Context: an optimization exercise on an open-source flow, tuned for small area, a short achievable clock period and few clock cycles. The choices shown serve that exercise and are no tape-out recipe. The RTL was checked by simulation tests, not by an equivalence proof against the original design. Power and IR drop assume default switching activity.

// Controller_module
module Controller_module (
    input working_clock,
    input reset_machine,
    input controller_change_mode,
    input key_valid,
    input [3:0]key_code,
    output key_ack,
    output reg out_valid,
    output out_device,
    output [7:0]out_char,
    output editing,
    output halted
    );
    localparam [3:0] S_ZER = 4'h0, S_INP = 4'h1, S_OUP = 4'h2, S_PAS = 4'h3,
                     S_MOL = 4'h4, S_SUB = 4'h5, S_LOL = 4'h6, S_MOR = 4'h7,
                     S_ADD = 4'h8, S_LOR = 4'h9, S_CEO = 4'ha, S_END = 4'hb;
    localparam [2:0] M_EDIT = 3'd0, M_RUN = 3'd1, M_HALT = 3'd2,
                     M_FSCAN = 3'd3, M_BSCAN = 3'd4;
    reg [2:0] mode;
    reg [3:0] tape [0:126];
    reg [6:0] cursor;
    reg [6:0] hw;             
    reg [3:0] kreg;           
    reg kv;
    reg [6:0] pc;
    wire [3:0] rd = (pc < hw) ? tape[pc] : S_END;
    wire edit_we = kv && kreg <= 4'hb && cursor != 7'd127;
    always @(posedge working_clock)
        if (edit_we) tape[cursor] <= kreg;
    reg [7:0] mem [0:63];    
    reg [5:0] ptr;
  ...
clock: 6.0 ns
lec_check: 0
abc_clock_period_in_ps: 3000
cap_margin: 20
core_margin: 2
core_utilization: 40
setup_slack_margin: 2.5
slew_margin: 20
run.sh (not shown) runs the stock make flow with config.mk's settings and CLKGATE_MAP_FILE= SYNTH_SCRIPT=/design/flow/synth_recipe.tcl, a recipe that flattens the netlist after the stock synthesis.
Testbench counts at the start, summed over its fixed seeds: cycles 60,167.
Rerun with:
ABC_CLOCK_PERIOD_IN_PS = default   (was 3000)
SETUP_SLACK_MARGIN = default   (was 2.5)
=>
- The new run ran to the end with no violations
- routed wire length went down by 7.1%
- worst hold slack barely changes
- setup slack is worse by 1.0 ns
- design area goes down by 3.4%
- combinational power went down by 25%
- fmax goes down by 22%
- global-route usage came out lower by 1.0 points
- die area does not change
- clock skew drops by 0.013 ns


Controller_module, a different RTL version from the one above (not shown whole).
Size: about 1,300 flip-flops, ~62,000 um2 of cells after synthesis.
Settings: LEC_CHECK=0, ABC_AREA=1, ABC_CLOCK_PERIOD_IN_PS=3000, CAP_MARGIN=20, CORE_MARGIN=2, CORE_UTILIZATION=40, CTS_BUF_LIST=sky130_fd_sc_hd__clkbuf_8, CTS_CLUSTER_SIZE=20, SETUP_SLACK_MARGIN=1.3, SLEW_MARGIN=20; clock period 6.0 ns.
The starting point went through all stages and came out clean.
Testbench counts at the start, summed over its fixed seeds: cycles 24,921.
Next try:
Settings changed: SETUP_SLACK_MARGIN 1.3 to 1.8.
The new run finished with timing, DRC and antenna clean.
Maximum frequency increases by 0.83%.
Die area stays the same.
Design area climbs by 2.5%.
Routed wire length rises by 3.0%.


## run 1
Controller_module, a different RTL version from the one above (not shown whole).
Size: ~6,700 cells after synthesis, roughly 1,300 flip-flops.
export LEC_CHECK = 0
export ABC_AREA = 1
export ABC_CLOCK_PERIOD_IN_PS = 3000
export CAP_MARGIN = 20
export CORE_MARGIN = 2
export CORE_UTILIZATION = 40
export CTS_BUF_LIST = sky130_fd_sc_hd__clkbuf_8
export CTS_CLUSTER_SIZE = 20
export SETUP_SLACK_MARGIN = 1.0
export SLEW_MARGIN = 20
create_clock -name core_clock -period 6.0 [get_ports {working_clock}]
Testbench counts of run 1, summed over its fixed seeds: cycles 24,921.
Input-level comparison between run 2 and run 1:
Settings: removing CTS_CLUSTER_SIZE (formerly 20); setting PLACE_DENSITY to 0.75 for the first time; changing CORE_UTILIZATION from 40 to 60; removing CTS_BUF_LIST (formerly sky130_fd_sc_hd__clkbuf_8).
[summary]
- Diff run 1 -> run 2: filler cell count now smaller; async set-reset flop share out of synthesis comparable; wire length now smaller.
- Of run 1 and run 2, the lower number of global-route vias before repair belongs to run 1.
- Of the two values seen for top routing layer in use, met4 was produced by run 1 and met5 by run 2.
- When run 2 is measured against run 1, its routed length per instance turns out 1.4 um higher.
- Looking at timing startpoint of the critical path, the o[1]$_DFFE_PP_ result is from run 2; the o[0]$_DFFE_PP_ one comes from run 1.
- Looking at overall die area, run 2 sits about 33% lower than run 1 does.
## Diff of input files: run 3 against run 2
Settings: CORE_UTILIZATION now 40, was 60; PLACE_DENSITY no longer set, was 0.75.
Findings:
Via count of run 3 falls short of that of run 2 by a few percent.
Higher number of placement rows was reported by run 3, not run 2.
From run 3 to run 2, count of antenna-violating nets left after detailed routing did not move at all.
The pin count of the biggest net entering global routing of run 3 falls short of that of run 2 by 87.
Run 3 ends up with lower fraction of met2 tracks used by global routing than run 2 does.
Per the comparison of run 3 with run 2, cell area rose 1.9%; total design power rose 0.53 mW; global-route usage fell 9.8 points; non-clock buffer count rose 10; portion of total power attributed to combinational logic fell 0.7 points.

[static timing again, ports no longer ideal]
How much do the figures lean on ideal ports? The routed layouts below were timed once more, with nothing changed but the port constraints. Step 1 sets driving cells, clkbuf_16 on the clock port and buf_2 on the other inputs (assumed; they add their load-dependent delay and slew). Step 2 moves the port delays by t, midway between the first and last clock arrival at a register: inputs arrive t later, outputs are due t later. That takes back most of the time a late clock gives input paths. Slacks: ideal ports / drivers / drivers and shift; pairs: ideal ports / drivers.
| run | t, ns | slack for setup (ns) | hold WS [ns] | worst setup path after step 2 |
|---|---|---|---|---|
| the first run of note 1 | 0.770 | 2.257 / 2.257 / 2.257 | 0.465 / 0.465 / 0.465 | register to register |
| the second run of note 1 | 0.774 | 1.223 / 1.223 / 1.223 | 0.466 / 0.466 / 0.466 | register to register |
| the first run of note 2 | 0.980 | 1.416 / 1.416 / 0.728 | 0.450 / 0.450 / 0.450 | input to register |
| the second run of note 2 | 1.000 | 1.454 / 1.454 / 1.066 | 0.452 / 0.452 / 0.452 | input to register |
| run 1 | 0.969 | 1.186 / 1.131 / 0.443 | 0.472 / 0.472 / 0.472 | input to register |
| run 2 | 0.828 | 1.163 / 1.163 / 0.782 | 0.469 / 0.469 / 0.469 | input to register |
| run 3 | 0.840 | 1.126 / 1.045 / 0.531 | 0.471 / 0.471 / 0.471 | input to register |
After both steps every run listed still meets setup and hold. The setup slack of run 1, which loses most, moves by -0.055 ns with the drivers and by -0.743 ns with both steps.
